What follows belongs to an exercise in optimizing a design on an open flow for small area and a short achievable clock period; a production flow would make more cautious choices. RTL that was checked went through simulation tests only; none was proved equivalent to the original. Power and IR drop assume default switching activity.

## S
==> flow/design.v (excerpt) <==
module fpa(
  input  wire        clk,
  input  wire        reset,
  input  wire [11:0] A,
  input  wire [11:0] B,
  input  wire [11:0] C,
  input  wire [11:0] D,
  input  wire        pushin,
  output reg         pushout,
  output reg  [11:0] Z
);
  function automatic ge5(input [4:0] a, input [4:0] b);
    reg [4:0] g, n; reg g43, n43, g21, n21, g4_1, n4_1;
    begin
      g = ~a & b; n = ~(a & ~b);
      g43 = g[4] | (n[4] & g[3]);  n43 = n[4] & n[3];
      g21 = g[2] | (n[2] & g[1]);  n21 = n[2] & n[1];
      g4_1 = g43 | (n43 & g21);    n4_1 = n43 & n21;
      ge5 = ~(g4_1 | (n4_1 & g[0]));
    end
  endfunction
  wire [4:0] eA = A[10:6], eB = B[10:6], eC = C[10:6], eD = D[10:6];
  wire gAB = ge5(eA, eB), gAC = ge5(eA, eC), gAD = ge5(eA, eD);
  wire gBC = ge5(eB, eC), gBD = ge5(eB, eD), gCD = ge5(eC, eD);
  wire selA = gAB & gAC & gAD;
  wire selB = ~gAB & gBC & gBD;
  wire selC = ~gAC & ~gBC & gCD;
  wire selD = ~gAD & ~gBD & ~gCD;
  wire [4:0] mx0 = ({5{selA}} & eA) | ({5{selB}} & eB) | ({5{selC}} & eC) | ({5{selD}} & eD);
  reg [5:0] f1A, f1B, f1C, f1D;
  reg [4:0] e1A, e1B, e1C, e1D, mx1;
  reg [3:0] s1;
  reg       v1;
  always @(posedge clk) begin
    f1A <= A[5:0]; f1B <= B[5:0]; f1C <= C[5:0]; f1D <= D[5:0];
    e1A <= eA; e1B <= eB; e1C <= eC; e1D <= eD;
    s1  <= {A[11], B[11], C[11], D[11]};
    mx1 <= mx0;
    v1  <= reset ? 1'b0 : pushin;
  end
  function automatic [10:0] align(input [5:0] f, input [4:0] e, input [4:0] mx);
    reg [4:0] sh; reg [10:0] v;
    begin
      sh = mx - e;
      v = (|e) ? {1'b1, f, 4'b0000} : 11'd0;
      v = sh[0] ? {1'b0, v[10:1]} : v;
      v = sh[1] ? {2'b0, v[10:2]} : v;
      v = sh[2] ? {4'b0, v[10:4]} : v;
      v = sh[3] ? {8'b0, v[10:8]} : v;
      align = sh[4] ? 11'd0 : v;
    end
  endfunction
  reg [10:0] t2A, t2B, t2C, t2D;
  reg [3:0]  s2;
  reg [4:0]  mx2;
  reg        v2;
  always @(posedge clk) begin
    t2A <= align(f1A, e1A, mx1);
    t2B <= align(f1B, e1B, mx1);
    t2C <= align(f1C, e1C, mx1);
  ...
For scale: ~1200 cells after synthesis, about 190 flip-flops, roughly 64 I/O pins, ~0.0095 mm² of cells after synthesis.
Settings: LEC_CHECK=0, ABC_AREA=1, CAP_MARGIN=20, CORE_MARGIN=2, CORE_UTILIZATION=40, CTS_BUF_LIST=sky130_fd_sc_hd__clkbuf_8, SETUP_SLACK_MARGIN=2.85, SLEW_MARGIN=20; clock period 5.0 ns.
standard.sh (not shown) runs the stock make flow with config.mk's settings and CLKGATE_MAP_FILE= SYNTH_SCRIPT=/design/flow/synth_recipe.tcl, a recipe that flattens the netlist after the stock synthesis.
==> flow/flow/run.sh <==
#!/bin/bash
set -euo pipefail
export BUFFER_PORTS_ARGS="-buffer_cell sky130_fd_sc_hd__buf_1"
export CTS_ARGS="-sink_clustering_enable -repair_clock_nets -dont_use_dummy_load -buf_list sky130_fd_sc_hd__clkbuf_8"
bash standard.sh > standard.log 2>&1
S: full flow OK, the timing, design-rule and antenna checks passed
### S -> Q
# S
export LEC_CHECK = 0
export ABC_AREA = 1
export CAP_MARGIN = 20
export CORE_MARGIN = 2
export CORE_UTILIZATION = 40
export CTS_BUF_LIST = sky130_fd_sc_hd__clkbuf_8
export SETUP_SLACK_MARGIN = 2.85
export SLEW_MARGIN = 20
create_clock -name core_clock -period 5.0 [get_ports {clk}]
# Q
export LEC_CHECK = 0
export ABC_AREA = 1
export CAP_MARGIN = 20
export CORE_MARGIN = 2
export CORE_UTILIZATION = 40
export CTS_BUF_LIST = sky130_fd_sc_hd__clkbuf_8
export SETUP_SLACK_MARGIN = 2.7
export SLEW_MARGIN = 20
create_clock -name core_clock -period 5.0 [get_ports {clk}]
[summary]
The flow did not stop early for Q: all stages ran, and the layout cleared the timing, design-rule and antenna checks.
Between S and Q, share of final layout cell area taken by non-clock buffers decreased.
Total of clock buffers placed in the layout came out exactly the same in S and Q.
Compared to S, Q has total power 0.29 mW lower.
Routed wirelength normalized by instance count, S and Q: smaller value in Q
Between S and Q, post-route fraction of the period consumed by the critical path is higher for Q, S comes in under that.
Function was not checked in any run of this note: the RTL went through the layout flow alone.

== the baseline ==
Another version of the RTL of fpa (not shown whole).
For scale: ~200 flip-flops, ~64 I/O pins, about 0.0092 mm^2 of cells after synthesis.
clock: 5.0 ns
lec_check: 0
cap_margin: 20
core_margin: 2
core_utilization: 40
slew_margin: 20
run.sh (not shown) runs the stock make flow with config.mk's settings and CLKGATE_MAP_FILE= SYNTH_SCRIPT=/design/flow/synth_recipe.tcl, a recipe that flattens the netlist after the stock synthesis.
Stock flow here: none of the scripts above is used.
Modified inputs, the candidate compared to the baseline
- ABC_AREA now 1, previously not set
--- outcome ---
- The flow did not stop early for the candidate: all stages ran, and the layout cleared the timing, design-rule and antenna checks.
- On the candidate: detail-routed via count per cell is about 6% lower than what the baseline gave.
- Comparing the candidate and the baseline, the lower number of distinct library cells after synthesis is on the candidate.
- [compare] base=the baseline new=the candidate: share of synthesized area occupied by flip-flops and latches decreased 1.2 points, sequential share of layout area shows a reduction of 0.80 points, share of the cycle needed by the critical path after routing fell by 26 points.
Function was not checked in any run of this note: the RTL went through the layout flow alone.

fpa, a different RTL version from the one above (not shown whole).
Size: ~190 flip-flops.
Design fpa, start of the top module:
module fpa(
  input  wire        clk,
  input  wire        reset,
  input  wire [11:0] A,
  input  wire [11:0] B,
  input  wire [11:0] C,
  input  wire [11:0] D,
  input  wire        pushin,
  output reg         pushout,
  output reg  [11:0] Z
);
clock: 5.0 ns
lec_check: 0
cap_margin: 20
core_margin: 2
core_utilization: 40
cts_buf_list: sky130_fd_sc_hd__clkbuf_8
setup_slack_margin: 2.7
slew_margin: 20
standard.sh (not shown) runs the stock make flow with config.mk's settings and CLKGATE_MAP_FILE= SYNTH_SCRIPT=/design/flow/synth_recipe.tcl, a recipe that flattens the netlist after the stock synthesis.
Scripts as last shown in full above: flow/flow/run.sh
Rerun with:
Settings changed: ABC_AREA set to 1, SETUP_SLACK_MARGIN 2.7 to 2.8.
What happened: Via count went up by 6.2%. Power went down by 3.1%. Area after synthesis went down by about 0.9%. Cell count went up by 13%. Setup slack gets better by 220 ps. Global-route usage went up by 0.29 points. Wire length barely changes. Fmax went up by about 10%.
Rerun with:
Settings changed: SETUP_SLACK_MARGIN 2.8 to 2.75.
Result:
- power fell by about 2%
- sequential share of layout area rose by 0.46 points
- setup slack is worse by 18 ps
- final cell count barely changes
- wire length fell by about 0.5%
- area after synthesis is unchanged
- utilization fell by 0.59 points
- via count fell by 0.43%
- global-route usage hardly moves
- first-iteration DRC count fell by about 15%
Rerun with:
==> flow/flow/run.sh (replaced) <==
#!/bin/bash
set -euo pipefail
export BUFFER_PORTS_ARGS="-buffer_cell sky130_fd_sc_hd__buf_1"
export CTS_ARGS="-sink_clustering_enable -repair_clock_nets -dont_use_dummy_load -sink_clustering_levels 1 -buf_list sky130_fd_sc_hd__clkbuf_8"
bash standard.sh > standard.log 2>&1
Settings changed: SETUP_SLACK_MARGIN 2.75 to 2.7.
=> Core utilization shrinks by 0.33 points. Power falls by 0.72%. Critical path depth rose by 1.
Rerun with:
==> flow/flow/run.sh (replaced) <==
#!/bin/bash
set -euo pipefail
export BUFFER_PORTS_ARGS="-buffer_cell sky130_fd_sc_hd__buf_1"
export CTS_ARGS="-sink_clustering_enable -repair_clock_nets -dont_use_dummy_load -buf_list sky130_fd_sc_hd__clkbuf_8"
bash standard.sh > standard.log 2>&1
Settings changed: CORE_UTILIZATION 40 to 35.
Via count shrinks slightly; flip-flop and latch count is unchanged; hold slack loses 21 ps; die area climbs by roughly a tenth; power increases slightly; global-route usage goes down by 1.8 points; non-clock buffer count climbs by 1.
Rerun with:
Settings changed: CORE_UTILIZATION 35 to 50, SETUP_SLACK_MARGIN 2.7 to 2.75.
Flip-flop and latch count stays the same.
Cell area grows by 0.72%.
Die area shrinks by 29%.

Another version of the RTL of fpa (not shown whole).
For scale: about 1200 cells after synthesis, about 64 I/O pins, ~0.0096 sq mm of cells after synthesis.
==> flow/config.mk <==
export PLATFORM = sky130hd
export DESIGN_NAME = fpa
export DESIGN_NICKNAME = fpa
export VERILOG_FILES = /design/flow/design.v
export SDC_FILE = /design/flow/constraint.sdc
export NUM_CORES = 4
export LEC_CHECK = 0
export ABC_AREA = 1
export CAP_MARGIN = 20
export CORE_MARGIN = 2
export CORE_UTILIZATION = 40
export CTS_BUF_LIST = sky130_fd_sc_hd__clkbuf_8
export SETUP_SLACK_MARGIN = 2.8
export SLEW_MARGIN = 20
==> flow/constraint.sdc <==
create_clock -name core_clock -period 5.0 [get_ports {clk}]
set_input_delay 1.0000 -clock core_clock [delete_from_list [all_inputs] [get_ports {clk}]]
set_output_delay 1.0000 -clock core_clock [all_outputs]
set_load 0.01 [all_outputs]
==> flow/flow/run.sh <==
#!/bin/bash
set -euo pipefail
export BUFFER_PORTS_ARGS="-buffer_cell sky130_fd_sc_hd__buf_1"
bash standard.sh > standard.log 2>&1
==> next run, changes <==
- CORE_UTILIZATION: 40 -> 60
- PLACE_DENSITY: unset -> 0.75
- SETUP_SLACK_MARGIN: 2.8 -> 2.5
Worst setup slack got worse by 0.27 ns; synthesized cell count is unchanged; count of clock-buffer cells in the layout falls by 1; die area falls by a quarter to a third.
==> next run, changes <==
- CORE_UTILIZATION: 60 -> 40
- CTS_BUF_LIST: sky130_fd_sc_hd__clkbuf_8 -> unset
- PLACE_DENSITY: 0.75 -> unset
Outcome: The new run ran to the end with no violations; power climbs by a few percent; worst setup slack is better by 0.19 ns; non-clock buffer count fell by 3; die area went up by well over a third; clock-buffer cell count shrinks by 2; critical path depth rises by 1; design area rose by a few percent.
==> next run, changes <==
- CORE_UTILIZATION: 40 -> 30
- CTS_BUF_LIST: unset -> sky130_fd_sc_hd__clkbuf_8
- SETUP_SLACK_MARGIN: 2.5 -> 2.7
Effect:
- power went down by 2.6%
- cell count grows by 5.9%
- final area came out higher by 1.4%
- hold slack stays flat

-- separate check: timing with driven ports --
Ports are ideal in the flow. The routed layouts listed here were re-timed in OpenROAD. Step 1 sets driving cells, clkbuf_16 on the clock port and buf_2 on the other inputs (assumed; they add their load-dependent delay and slew). Step 2, shift: input delay + t, output delay - t, t = (earliest + latest rising clock arrival at the registers) / 2. This alone moves slack from input paths to output paths. Slacks: no drivers / after step 1 / after step 2; pairs: no drivers / after step 1.
run | t (ns) | setup WS [ns] | hold WS [ns] | clock arrival spread, ns | worst data-port slew with drivers (ns)
S | 0.497 | 2.828 / 2.828 / 2.436 | 0.326 / 0.326 / 0.326 | 0.040 / 0.040 | 0.03
Q | 0.488 | 2.804 / 2.804 / 2.412 | 0.319 / 0.319 / 0.319 | 0.041 / 0.040 | 0.03
the baseline | 0.469 | 0.979 / 0.979 / 0.979 | 0.323 / 0.323 / 0.323 | 0.008 / 0.008 | 0.05
the candidate | 0.480 | 2.283 / 2.283 / 1.846 | 0.313 / 0.313 / 0.313 | 0.018 / 0.018 | 0.06
the first run of note 3 | 0.481 | 2.644 / 2.644 / 2.352 | 0.328 / 0.328 / 0.328 | 0.051 / 0.052 | 0.03
the second run of note 3 | 0.495 | 2.862 / 2.862 / 2.514 | 0.328 / 0.328 / 0.328 | 0.051 / 0.052 | 0.03
the third run of note 3 | 0.494 | 2.844 / 2.844 / 2.516 | 0.326 / 0.326 / 0.326 | 0.052 / 0.052 | 0.03
the fourth run of note 3 | 0.493 | 2.808 / 2.808 / 2.373 | 0.327 / 0.327 / 0.327 | 0.051 / 0.051 | 0.03
the fifth run of note 3 | 0.485 | 2.805 / 2.805 / 2.511 | 0.307 / 0.307 / 0.307 | 0.050 / 0.049 | 0.04
the sixth run of note 3 | 0.479 | 2.809 / 2.809 / 2.499 | 0.314 / 0.314 / 0.314 | 0.045 / 0.045 | 0.04
the first run of note 4 | 0.502 | 2.787 / 2.787 / 2.523 | 0.331 / 0.331 / 0.331 | 0.018 / 0.018 | 0.04
the second run of note 4 | 0.489 | 2.519 / 2.519 / 2.242 | 0.331 / 0.331 / 0.331 | 0.016 / 0.016 | 0.04
the third run of note 4 | 0.475 | 2.712 / 2.712 / 2.411 | 0.327 / 0.327 / 0.327 | 0.016 / 0.016 | 0.04
the fourth run of note 4 | 0.516 | 2.717 / 2.717 / 2.338 | 0.326 / 0.326 / 0.326 | 0.016 / 0.015 | 0.04
After both steps every run listed still meets setup and hold. For the candidate, which loses most, drivers alone change the setup slack by 0.000 ns; drivers and shift together by -0.437 ns.
